From an optimization exercise on the open Yosys and OpenROAD flow, aimed at small area; shortcuts taken in it are not production practice. At most, simulation tests tie the RTL to the original design; equivalence was not proved. The clock port is modelled as an ideal driver, which makes a skipped or thinned clock tree look cheaper than it is; a real chip needs a root buffer or a tree. Power figures rest on the tool's default switching activity, not on a simulated workload.

## breakout
module breakout
	(
		input         clk,
		input         resetn,        
		input  [1:0]  go,            
		input         paddle_tick,
		input         ball_tick,
		output [8:0]  x,
		output [7:0]  y,
		output [2:0]  colour,
		output        plot
	);
	wire draw_paddle;
	wire [7:0] paddle_nhalf;
	wire [8:0] ball_x;
	wire [7:0] ball_y;
	wire [2:0] BALL_HIT;
	wire BRICK_HIT;
	wire [1:0] brick;
	wire fps_clock = paddle_tick | ~resetn;
	wire thirty_clock = ball_tick | ~resetn;
	paddle_control PC(.clk(clk), .en(fps_clock), .resetn(resetn), .go(go), .ball_x(ball_x), .ball_y(ball_y),
		.draw(draw_paddle), .npos_half(paddle_nhalf), .PADDLE_HIT(BALL_HIT));
	ball_control BC(.clk(clk), .en(thirty_clock), .tick(ball_tick), .reset(resetn), .x(ball_x), .y(ball_y),
		.PADDLE_HIT(BALL_HIT), .BRICK_HIT(BRICK_HIT), .brick(brick));
	new_draw ND(.clk(clk), .reset(resetn), .paddle_nhalf(paddle_nhalf), .p_draw(draw_paddle),
		.ball_x(ball_x), .ball_y(ball_y), .x(x), .y(y), .color(colour), .wren(plot),
		.fps(thirty_clock), .BRICK_HIT(BRICK_HIT), .brick(brick));
endmodule
Size: roughly 700 cells after synthesis, about 130 flip-flops, roughly 27 I/O pins, about 5900 um2 of cells after synthesis.
export LEC_CHECK = 0
export CAP_MARGIN = 20
export CORE_MARGIN = 2
export CORE_UTILIZATION = 75
export SLEW_MARGIN = 20
create_clock -name core_clock -period 20.0 [get_ports {clk}]
standard.sh (not shown) runs the stock make flow with config.mk's settings and CLKGATE_MAP_FILE= SYNTH_SCRIPT=/design/flow/synth_recipe.tcl, a recipe that flattens the netlist after the stock synthesis.
==> flow/flow/run.sh <==
#!/bin/bash
# Own layout flow: the standard ORFS flow (standard.sh), with
#  - synthesis: ORFS's synth.tcl unchanged except that full adders are not
#    extracted and ABC maps with an area-oriented script (flow/abc_area*.script),
#    run from twelve seeds, keeping the smallest result;
#    the Yosys passes before ABC, the flip-flop mapping, the flattening and the
#    renaming are the standard ones, so the registers are the same. The
#    flip-flops then get the instance names of the standard synthesis (run
#    first, matched by the register on the Q pin; flow/match_regs.py), since
#    its automatic names depend on the number of cells ABC made before them;
#  - clock tree: a two-level tree of a few large clock buffers, each leaf
#    buffer driving one cluster of flip-flops (flow/own_cts.tcl), in place of
#    TritonCTS, which makes many small clusters;
#  - port buffers: the smallest buffer (BUFFER_PORTS_ARGS).
# Each tool's output goes to a log file in the work folder.
set -euo pipefail
W=$PWD
F=$W/flow
R=$W/orfs/results/$FLOW_PLATFORM/breakout/base

# the standard synthesis, for the flip-flop names
bash "$W/standard.sh" synth > "$W/std_synth.log" 2>&1
cp "$R/1_2_yosys.v" "$W/std_1_2_yosys.v"
rm -rf "$W/orfs"

# own synthesis: ABC's deepsyn from twelve seeds, each followed by the area
# mapper amap (runs named <seed>a; a name <seed>n would use &nf with SAT-based
# area recovery instead), four at a time, each in its own ORFS work folder;
# the smallest netlist is kept
sed -E 's|SYNTH_SCRIPT=[^ ]+|SYNTH_SCRIPT='"$W"'/own_synth_SEED.tcl|; s|WORK_HOME=[^ ]+|WORK_HOME='"$W"'/orfs_SEED|' "$W/standard.sh" > "$W/own_standard.in"
grep -q 'own_synth_SEED.tcl' "$W/own_standard.in"
grep -q 'orfs_SEED' "$W/own_standard.in"
CANDS="1a 2a 3a 4a 5a 6a 7a 8a 9a 10a 11a 12a"
n=0
for c in $CANDS; do
  seed=${c%?}
  if [[ ${c: -1} == a ]]; then script="$F/abc_area.script"; else script="$F/abc_area_nf.script"; fi
  sed -e "s|&deepsyn -T 60|\&deepsyn -T 60 -S $seed|" "$script" > "$W/abc_area_$c.script"
  grep -q -- "-S $seed" "$W/abc_area_$c.script"
  sed -e '/^  extract_fa /d' \
      -e 's|^  log_cmd abc {\*}\$abc_args|  set abc_args [lreplace $abc_args 1 1 '"$W"'/abc_area_'"$c"'.script]\n  log_cmd abc {*}$abc_args|' \
      "$FLOW_HOME/scripts/synth.tcl" > "$W/own_synth_core_$c.tcl"
  grep -q "abc_area_$c.script" "$W/own_synth_core_$c.tcl"
  ! grep -q '^  extract_fa ' "$W/own_synth_core_$c.tcl"
  sed -e 's|source \$::env(SCRIPTS_DIR)/synth.tcl|source '"$W"'/own_synth_core_'"$c"'.tcl|' "$W/synth_recipe.tcl" > "$W/own_synth_$c.tcl"
  grep -q "own_synth_core_$c" "$W/own_synth_$c.tcl"
  sed -e "s|SEED|$c|g" "$W/own_standard.in" > "$W/own_standard_$c.sh"
  bash "$W/own_standard_$c.sh" synth > "$W/synth_$c.log" 2>&1 &
  n=$((n + 1))
  if (( n % 4 == 0 )); then wait; fi
done
wait
best=""
for c in $CANDS; do
  a=$(awk '/Chip area for module/ {print $NF}' "$W/orfs_$c/reports/$FLOW_PLATFORM/breakout/base/synth_stat.txt")
  echo "run $c: area $a" >> "$W/synth_choice.log"
  if [[ -z "$best" ]] || awk -v a="$a" -v b="$besta" 'BEGIN {exit !(a < b)}'; then best=$c; besta=$a; fi
done
echo "kept run $best" >> "$W/synth_choice.log"
mv "$W/orfs_$best" "$W/orfs"
python3 "$F/match_regs.py" "$W/std_1_2_yosys.v" "$R/1_2_yosys.v" > "$W/match_regs.log" 2>&1
rm -f "$R/1_synth.odb" "$R/1_synth.sdc"

# placement, the standard flow
export BUFFER_PORTS_ARGS="-buffer_cell sky130_fd_sc_hd__buf_1"
bash "$W/standard.sh" place > "$W/place.log" 2>&1

# clock tree
OWN_RESULTS="$R" OWN_PLATFORM_DIR="$FLOW_HOME/platforms/$FLOW_PLATFORM" OWN_FLOW="$F" \
OWN_CTS_LEAVES=5 OWN_CTS_LEAF_BUF=sky130_fd_sc_hd__clkbuf_16 OWN_CTS_TOPS=1 OWN_CTS_TOP_BUF=sky130_fd_sc_hd__clkbuf_4 \
  openroad -no_init -exit "$F/own_cts.tcl" > "$W/own_cts.log" 2>&1
test -s "$R/4_1_cts.odb"

# rest of the layout, the standard flow
bash "$W/standard.sh" > "$W/layout.log" 2>&1
test -s "$W/out/final.def"
==> flow/flow/own_cts.tcl <==
# Clock tree step in place of ORFS's CTS (TritonCTS): a two-level tree of
# clock buffers built by own_cts_tree.tcl, then the placement is legalized.
# Reads 3_place.odb/.sdc and writes 4_1_cts.odb and 4_cts.sdc like ORFS's step.
set R $::env(OWN_RESULTS)
set P $::env(OWN_PLATFORM_DIR)
read_lef $P/lef/sky130_fd_sc_hd.tlef
read_lef $P/lef/sky130_fd_sc_hd_merged.lef
read_liberty $P/lib/sky130_fd_sc_hd__tt_025C_1v80.lib
read_db $R/3_place.odb
read_sdc $R/3_place.sdc
source $P/setRC.tcl
source $::env(OWN_FLOW)/own_cts_tree.tcl
build_clock_tree $::env(OWN_CTS_LEAVES) $::env(OWN_CTS_LEAF_BUF) $::env(OWN_CTS_TOPS) $::env(OWN_CTS_TOP_BUF)
detailed_placement
check_placement -verbose
set_propagated_clock [all_clocks]
estimate_parasitics -placement
report_clock_skew
set worst 0
foreach pin [get_pins -hierarchical */CLK] { set s [get_property $pin slew_max]; if {$s > $worst} {set worst $s} }
puts "worst flip-flop clock pin slew (placement estimate): $worst"
report_worst_slack -min
report_worst_slack -max
unset_propagated_clock [all_clocks]
write_db $R/4_1_cts.odb
write_sdc -no_timestamp $R/4_cts.sdc
Other scripts of this flow, unchanged in this note and not shown: flow/flow/abc_area.script, flow/flow/abc_area_nf.script, flow/flow/match_regs.py, flow/flow/own_cts_tree.tcl
Next try:
--- a/flow/flow/run.sh
+++ b/flow/flow/run.sh
@@ -3,5 +3,5 @@
 #  - synthesis: ORFS's synth.tcl unchanged except that full adders are not
 #    extracted and ABC maps with an area-oriented script (flow/abc_area*.script),
-#    run from twelve seeds, keeping the smallest result;
+#    run from eight seeds, keeping the smallest result;
 #    the Yosys passes before ABC, the flip-flop mapping, the flattening and the
 #    renaming are the standard ones, so the registers are the same. The
@@ -24,5 +24,5 @@
 rm -rf "$W/orfs"
 
-# own synthesis: ABC's deepsyn from twelve seeds, each followed by the area
+# own synthesis: ABC's deepsyn from eight seeds, each followed by the area
 # mapper amap (runs named <seed>a; a name <seed>n would use &nf with SAT-based
 # area recovery instead), four at a time, each in its own ORFS work folder;
@@ -31,9 +31,9 @@
 grep -q 'own_synth_SEED.tcl' "$W/own_standard.in"
 grep -q 'orfs_SEED' "$W/own_standard.in"
-CANDS="1a 2a 3a 4a 5a 6a 7a 8a 9a 10a 11a 12a"
+CANDS="1a 2a 3a 4a 5a 6a 7a 8a"
 n=0
 for c in $CANDS; do
-  seed=${c%?}
-  if [[ ${c: -1} == a ]]; then script="$F/abc_area.script"; else script="$F/abc_area_nf.script"; fi
+  seed=${c:0:1}
+  if [[ ${c:1:1} == a ]]; then script="$F/abc_area.script"; else script="$F/abc_area_nf.script"; fi
   sed -e "s|&deepsyn -T 60|\&deepsyn -T 60 -S $seed|" "$script" > "$W/abc_area_$c.script"
   grep -q -- "-S $seed" "$W/abc_area_$c.script"
@@ -48,5 +48,5 @@
   bash "$W/own_standard_$c.sh" synth > "$W/synth_$c.log" 2>&1 &
   n=$((n + 1))
-  if (( n % 4 == 0 )); then wait; fi
+  if [[ $n == 4 ]]; then wait; fi
 done
 wait
@@ -68,5 +68,5 @@
 # clock tree
 OWN_RESULTS="$R" OWN_PLATFORM_DIR="$FLOW_HOME/platforms/$FLOW_PLATFORM" OWN_FLOW="$F" \
-OWN_CTS_LEAVES=5 OWN_CTS_LEAF_BUF=sky130_fd_sc_hd__clkbuf_16 OWN_CTS_TOPS=1 OWN_CTS_TOP_BUF=sky130_fd_sc_hd__clkbuf_4 \
+OWN_CTS_LEAVES=5 OWN_CTS_LEAF_BUF=sky130_fd_sc_hd__clkbuf_16 OWN_CTS_TOPS=1 OWN_CTS_TOP_BUF=sky130_fd_sc_hd__clkbuf_8 \
   openroad -no_init -exit "$F/own_cts.tcl" > "$W/own_cts.log" 2>&1
 test -s "$R/4_1_cts.odb"
Synthesized area does not change.
Total power goes up by 0.71%.
Routed wire length is higher by 0.68%.
Die area stays the same.
Sequential share of layout area stays flat.
First-iteration DRC count falls by 3.2%.
Worst hold slack is about the same.
Setup slack gets worse by 0.10 ns.
Maximum frequency falls by 1.7%.
Via count rises by 0.70%.
No run of this note takes its clock network from TritonCTS; it comes from the design's own scripts or RTL.

* * *

## job 102
breakout, a different RTL version from the one above (not shown whole).
Size: about 130 flip-flops, about 0.0065 mm^2 of cells after synthesis.
Settings: LEC_CHECK=0, CAP_MARGIN=20, CORE_MARGIN=2, CORE_UTILIZATION=40, SLEW_MARGIN=20; clock period 20.0 ns.
==> flow/flow/run.sh <==
#!/bin/bash
# Own layout flow: the standard ORFS flow (standard.sh), with
#  - synthesis: ORFS's synth.tcl unchanged except that full adders are not
#    extracted and ABC maps with an area-oriented script (flow/abc_area.script);
#    the Yosys passes before ABC, the flip-flop mapping, the flattening and the
#    renaming are the standard ones, so the registers are the same;
#  - clock tree: no dummy loads, small clock buffers (CTS_ARGS);
#  - port buffers: the smallest buffer (BUFFER_PORTS_ARGS).
# Each tool's output goes to a log file in the work folder.
set -euo pipefail
W=$PWD
F=$W/flow

# synthesis script
sed -e '/^  extract_fa /d' \
    -e 's|^  log_cmd abc {\*}\$abc_args|  set abc_args [lreplace $abc_args 1 1 '"$F"'/abc_area.script]\n  log_cmd abc {*}$abc_args|' \
    "$FLOW_HOME/scripts/synth.tcl" > "$W/own_synth_core.tcl"
grep -q 'abc_area.script' "$W/own_synth_core.tcl"
! grep -q '^  extract_fa ' "$W/own_synth_core.tcl"
sed -e 's|source \$::env(SCRIPTS_DIR)/synth.tcl|source '"$W"'/own_synth_core.tcl|' "$W/synth_recipe.tcl" > "$W/own_synth.tcl"
grep -q own_synth_core "$W/own_synth.tcl"
sed -E 's|SYNTH_SCRIPT=[^ ]+|SYNTH_SCRIPT='"$W"'/own_synth.tcl|' "$W/standard.sh" > "$W/own_standard.sh"
grep -q 'own_synth.tcl' "$W/own_standard.sh"

bash "$W/own_standard.sh" synth > "$W/synth.log" 2>&1

# rest of the layout, the standard flow
export CTS_ARGS="${OWN_CTS_ARGS:--sink_clustering_enable -repair_clock_nets -dont_use_dummy_load -buf_list sky130_fd_sc_hd__clkbuf_8 -root_buf sky130_fd_sc_hd__clkbuf_8}"
export BUFFER_PORTS_ARGS="-buffer_cell sky130_fd_sc_hd__buf_1"
bash "$W/standard.sh" > "$W/layout.log" 2>&1
test -s "$W/out/final.def"
==> flow/flow/abc_area.script <==
strash
&get -n
&deepsyn -T 60
&put
dch -f
amap
topo
## Diff of input files: job 104 against job 102
==> flow/run.sh (new file) <==
#!/bin/bash
# synth_recipe.tcl (not shown) runs the flow's synth.tcl, then flattens the netlist and writes it again
# the make line also repeats each setting of config.mk as NAME=value (left out here)
make -C /OpenROAD-flow-scripts/flow DESIGN_CONFIG=/design/flow/config.mk WORK_HOME=/design/flow/orfs CLKGATE_MAP_FILE= SYNTH_SCRIPT=/design/flow/synth_recipe.tcl finish
removed: flow/flow/run.sh
removed: flow/flow/abc_area.script
removed: flow/standard.sh
--- outcome ---
Of the two candidates, job 102 has the worse final critical delay including setup and external delays and job 104 the better one.
PC.pos_half[7] as the end point of the critical path was reported by job 104, and ND.cby[3] by job 102.
go[0] as the launching element of the worst setup path was reported by job 104, and resetn by job 102.
Compared with job 102, in job 104 combinational fraction of design power saw an increase; transition time at the pin with the least slew margin saw little to no change; fraction of the core area covered by cells at the end of the flow saw an increase.
In the metrics for job 104 and job 102, the one carrying the higher effective utilization at floorplan is job 102.
Between job 104 and job 102, it is job 104 whose post-synthesis sequential area ratio is lower, by 12 points.
Job 104 vs. job 102: all-layer global routing usage went down; post-route total power climbed 0.00053 W.
Relative to job 102, job 104 improves setup slack.
Function was not checked in any run of this note: the RTL went through the layout flow alone.

* * *

Another version of the RTL of breakout (not shown whole).
Size in the first run: about 130 flip-flops, about 27 I/O pins.
clock: 20.0 ns
lec_check: 0
cap_margin: 0
core_margin: 2
core_utilization: 60
slew_margin: 0
==> flow/flow/run.sh <==
#!/bin/bash
# Own layout flow: the standard ORFS flow (standard.sh), with
#  - synthesis: ORFS's synth.tcl unchanged except that full adders are not
#    extracted and ABC maps with an area-oriented script (flow/abc_area.script),
#    run from four seeds, keeping the smallest result;
#    the Yosys passes before ABC, the flip-flop mapping, the flattening and the
#    renaming are the standard ones, so the registers are the same. The
#    flip-flops then get the instance names of the standard synthesis (run
#    first, matched by the register on the Q pin; flow/match_regs.py), since
#    its automatic names depend on the number of cells ABC made before them;
#  - clock tree: a two-level tree of a few large clock buffers, each leaf
#    buffer driving one cluster of flip-flops (flow/own_cts.tcl), in place of
#    TritonCTS, which makes many small clusters;
#  - port buffers: the smallest buffer (BUFFER_PORTS_ARGS).
# Each tool's output goes to a log file in the work folder.
set -euo pipefail
W=$PWD
F=$W/flow
R=$W/orfs/results/$FLOW_PLATFORM/breakout/base

# the standard synthesis, for the flip-flop names
bash "$W/standard.sh" synth > "$W/std_synth.log" 2>&1
cp "$R/1_2_yosys.v" "$W/std_1_2_yosys.v"
rm -rf "$W/orfs"

# own synthesis, with ABC's deepsyn run from four seeds in parallel (each in
# its own ORFS work folder); the smallest netlist is kept
sed -E 's|SYNTH_SCRIPT=[^ ]+|SYNTH_SCRIPT='"$W"'/own_synth_SEED.tcl|; s|WORK_HOME=[^ ]+|WORK_HOME='"$W"'/orfs_SEED|' "$W/standard.sh" > "$W/own_standard.in"
grep -q 'own_synth_SEED.tcl' "$W/own_standard.in"
grep -q 'orfs_SEED' "$W/own_standard.in"
SEEDS="1 2 3 4"
for s in $SEEDS; do
  sed -e "s|&deepsyn -T 60|\&deepsyn -T 60 -S $s|" "$F/abc_area.script" > "$W/abc_area_$s.script"
  grep -q -- "-S $s" "$W/abc_area_$s.script"
  sed -e '/^  extract_fa /d' \
      -e 's|^  log_cmd abc {\*}\$abc_args|  set abc_args [lreplace $abc_args 1 1 '"$W"'/abc_area_'"$s"'.script]\n  log_cmd abc {*}$abc_args|' \
      "$FLOW_HOME/scripts/synth.tcl" > "$W/own_synth_core_$s.tcl"
  grep -q "abc_area_$s.script" "$W/own_synth_core_$s.tcl"
  ! grep -q '^  extract_fa ' "$W/own_synth_core_$s.tcl"
  sed -e 's|source \$::env(SCRIPTS_DIR)/synth.tcl|source '"$W"'/own_synth_core_'"$s"'.tcl|' "$W/synth_recipe.tcl" > "$W/own_synth_$s.tcl"
  grep -q "own_synth_core_$s" "$W/own_synth_$s.tcl"
  sed -e "s|SEED|$s|g" "$W/own_standard.in" > "$W/own_standard_$s.sh"
  bash "$W/own_standard_$s.sh" synth > "$W/synth_$s.log" 2>&1 &
done
wait
best=""
for s in $SEEDS; do
  a=$(awk '/Chip area for module/ {print $NF}' "$W/orfs_$s/reports/$FLOW_PLATFORM/breakout/base/synth_stat.txt")
  echo "seed $s: area $a" >> "$W/synth_choice.log"
  if [[ -z "$best" ]] || awk -v a="$a" -v b="$besta" 'BEGIN {exit !(a < b)}'; then best=$s; besta=$a; fi
done
echo "kept seed $best" >> "$W/synth_choice.log"
mv "$W/orfs_$best" "$W/orfs"
python3 "$F/match_regs.py" "$W/std_1_2_yosys.v" "$R/1_2_yosys.v" > "$W/match_regs.log" 2>&1
rm -f "$R/1_synth.odb" "$R/1_synth.sdc"

# placement, the standard flow
export BUFFER_PORTS_ARGS="-buffer_cell sky130_fd_sc_hd__buf_1"
bash "$W/standard.sh" place > "$W/place.log" 2>&1

# clock tree
OWN_RESULTS="$R" OWN_PLATFORM_DIR="$FLOW_HOME/platforms/$FLOW_PLATFORM" OWN_FLOW="$F" \
OWN_CTS_LEAVES=5 OWN_CTS_LEAF_BUF=sky130_fd_sc_hd__clkbuf_16 OWN_CTS_TOPS=1 OWN_CTS_TOP_BUF=sky130_fd_sc_hd__clkbuf_8 \
  openroad -no_init -exit "$F/own_cts.tcl" > "$W/own_cts.log" 2>&1
test -s "$R/4_1_cts.odb"

# rest of the layout, the standard flow
bash "$W/standard.sh" > "$W/layout.log" 2>&1
test -s "$W/out/final.def"
Scripts as last shown in full above: flow/flow/own_cts.tcl
Other scripts of this flow, unchanged in this note and not shown: flow/flow/abc_area.script, flow/flow/match_regs.py, flow/flow/own_cts_tree.tcl
Then changed:
--- a/flow/flow/run.sh
+++ b/flow/flow/run.sh
@@ -63 +63 @@
-OWN_CTS_LEAVES=5 OWN_CTS_LEAF_BUF=sky130_fd_sc_hd__clkbuf_16 OWN_CTS_TOPS=1 OWN_CTS_TOP_BUF=sky130_fd_sc_hd__clkbuf_8 \
+OWN_CTS_LEAVES=4 OWN_CTS_LEAF_BUF=sky130_fd_sc_hd__clkbuf_16 OWN_CTS_TOPS=1 OWN_CTS_TOP_BUF=sky130_fd_sc_hd__clkbuf_8 \
--- a/flow/config.mk
+++ b/flow/config.mk
@@ -8 +8 @@
-export CAP_MARGIN = 0
+export CAP_MARGIN = 20
@@ -10,2 +10,2 @@
-export CORE_UTILIZATION = 60
-export SLEW_MARGIN = 0
+export CORE_UTILIZATION = 75
+export SLEW_MARGIN = 20
Effect:
- wire length climbs by about 2%
- cell area drops by 0.79%
- clock power drops by about 10%
- global-route usage climbs by 7.5 points
- worst hold slack got worse by 0.0085 ns
- power climbs by 9.0%
- final cell count drops by about 4%
- fmax climbs by about 2%
Then changed:
--- a/flow/flow/run.sh
+++ b/flow/flow/run.sh
@@ -63 +63 @@
-OWN_CTS_LEAVES=4 OWN_CTS_LEAF_BUF=sky130_fd_sc_hd__clkbuf_16 OWN_CTS_TOPS=1 OWN_CTS_TOP_BUF=sky130_fd_sc_hd__clkbuf_8 \
+OWN_CTS_LEAVES=5 OWN_CTS_LEAF_BUF=sky130_fd_sc_hd__clkbuf_16 OWN_CTS_TOPS=1 OWN_CTS_TOP_BUF=sky130_fd_sc_hd__clkbuf_8 \
--- a/flow/config.mk
+++ b/flow/config.mk
@@ -10 +10 @@
-export CORE_UTILIZATION = 75
+export CORE_UTILIZATION = 60
Outcome: Design area grows by 1.0%; setup slack gains 0.035 ns; die area grows by 24%; worst hold slack barely changes; combinational power shrinks by about 2%; total power grows by about 3.3%; synthesized cell count is unchanged.
In every run of this note, the design's own scripts or RTL, not TritonCTS, make the clock network.

-- re-timing with driven ports --
In the flow no input, the clock included, has a driving cell. The finished layouts below were timed again as built, in two steps.
Step 1: set_driving_cell puts a clkbuf_16 on clk and a buf_2 on each other input, an assumption about the parent block.
Step 2 moves the port delays by t, midway between the first and last clock arrival at a register: inputs arrive t later, outputs are due t later. That takes back most of the time a late clock gives input paths.
a / b / c = no drivers / after step 1 / after step 2; a / b = the first two.
run	shift t [ns]	setup WS [ns]	worst hold slack (ns)	worst data-port slew with drivers (ns)	cell pins on the clock port's net
the first run of note 1	0.493	14.080 / 14.089 / 13.595	0.445 / 0.445 / 0.445	0.03	1
the second run of note 1	0.407	13.978 / 13.986 / 13.579	0.447 / 0.447 / 0.447	0.03	1
job 102	0.475	13.806 / 13.821 / 13.346	0.406 / 0.406 / 0.406	0.04	1
job 104	0.472	13.876 / 13.900 / 13.429	0.403 / 0.403 / 0.403	0.03	1
the first run of note 3	0.425	14.199 / 14.209 / 13.784	0.435 / 0.435 / 0.435	0.03	1
the second run of note 3	0.407	14.308 / 14.312 / 13.905	0.426 / 0.426 / 0.426	0.03	1
the third run of note 3	0.421	14.343 / 14.354 / 13.933	0.427 / 0.427 / 0.427	0.03	1
After both steps setup and hold are still met in every run listed. The setup slack of the first run of note 1, which loses most, moves by +0.009 ns with the drivers and by -0.485 ns with both steps.
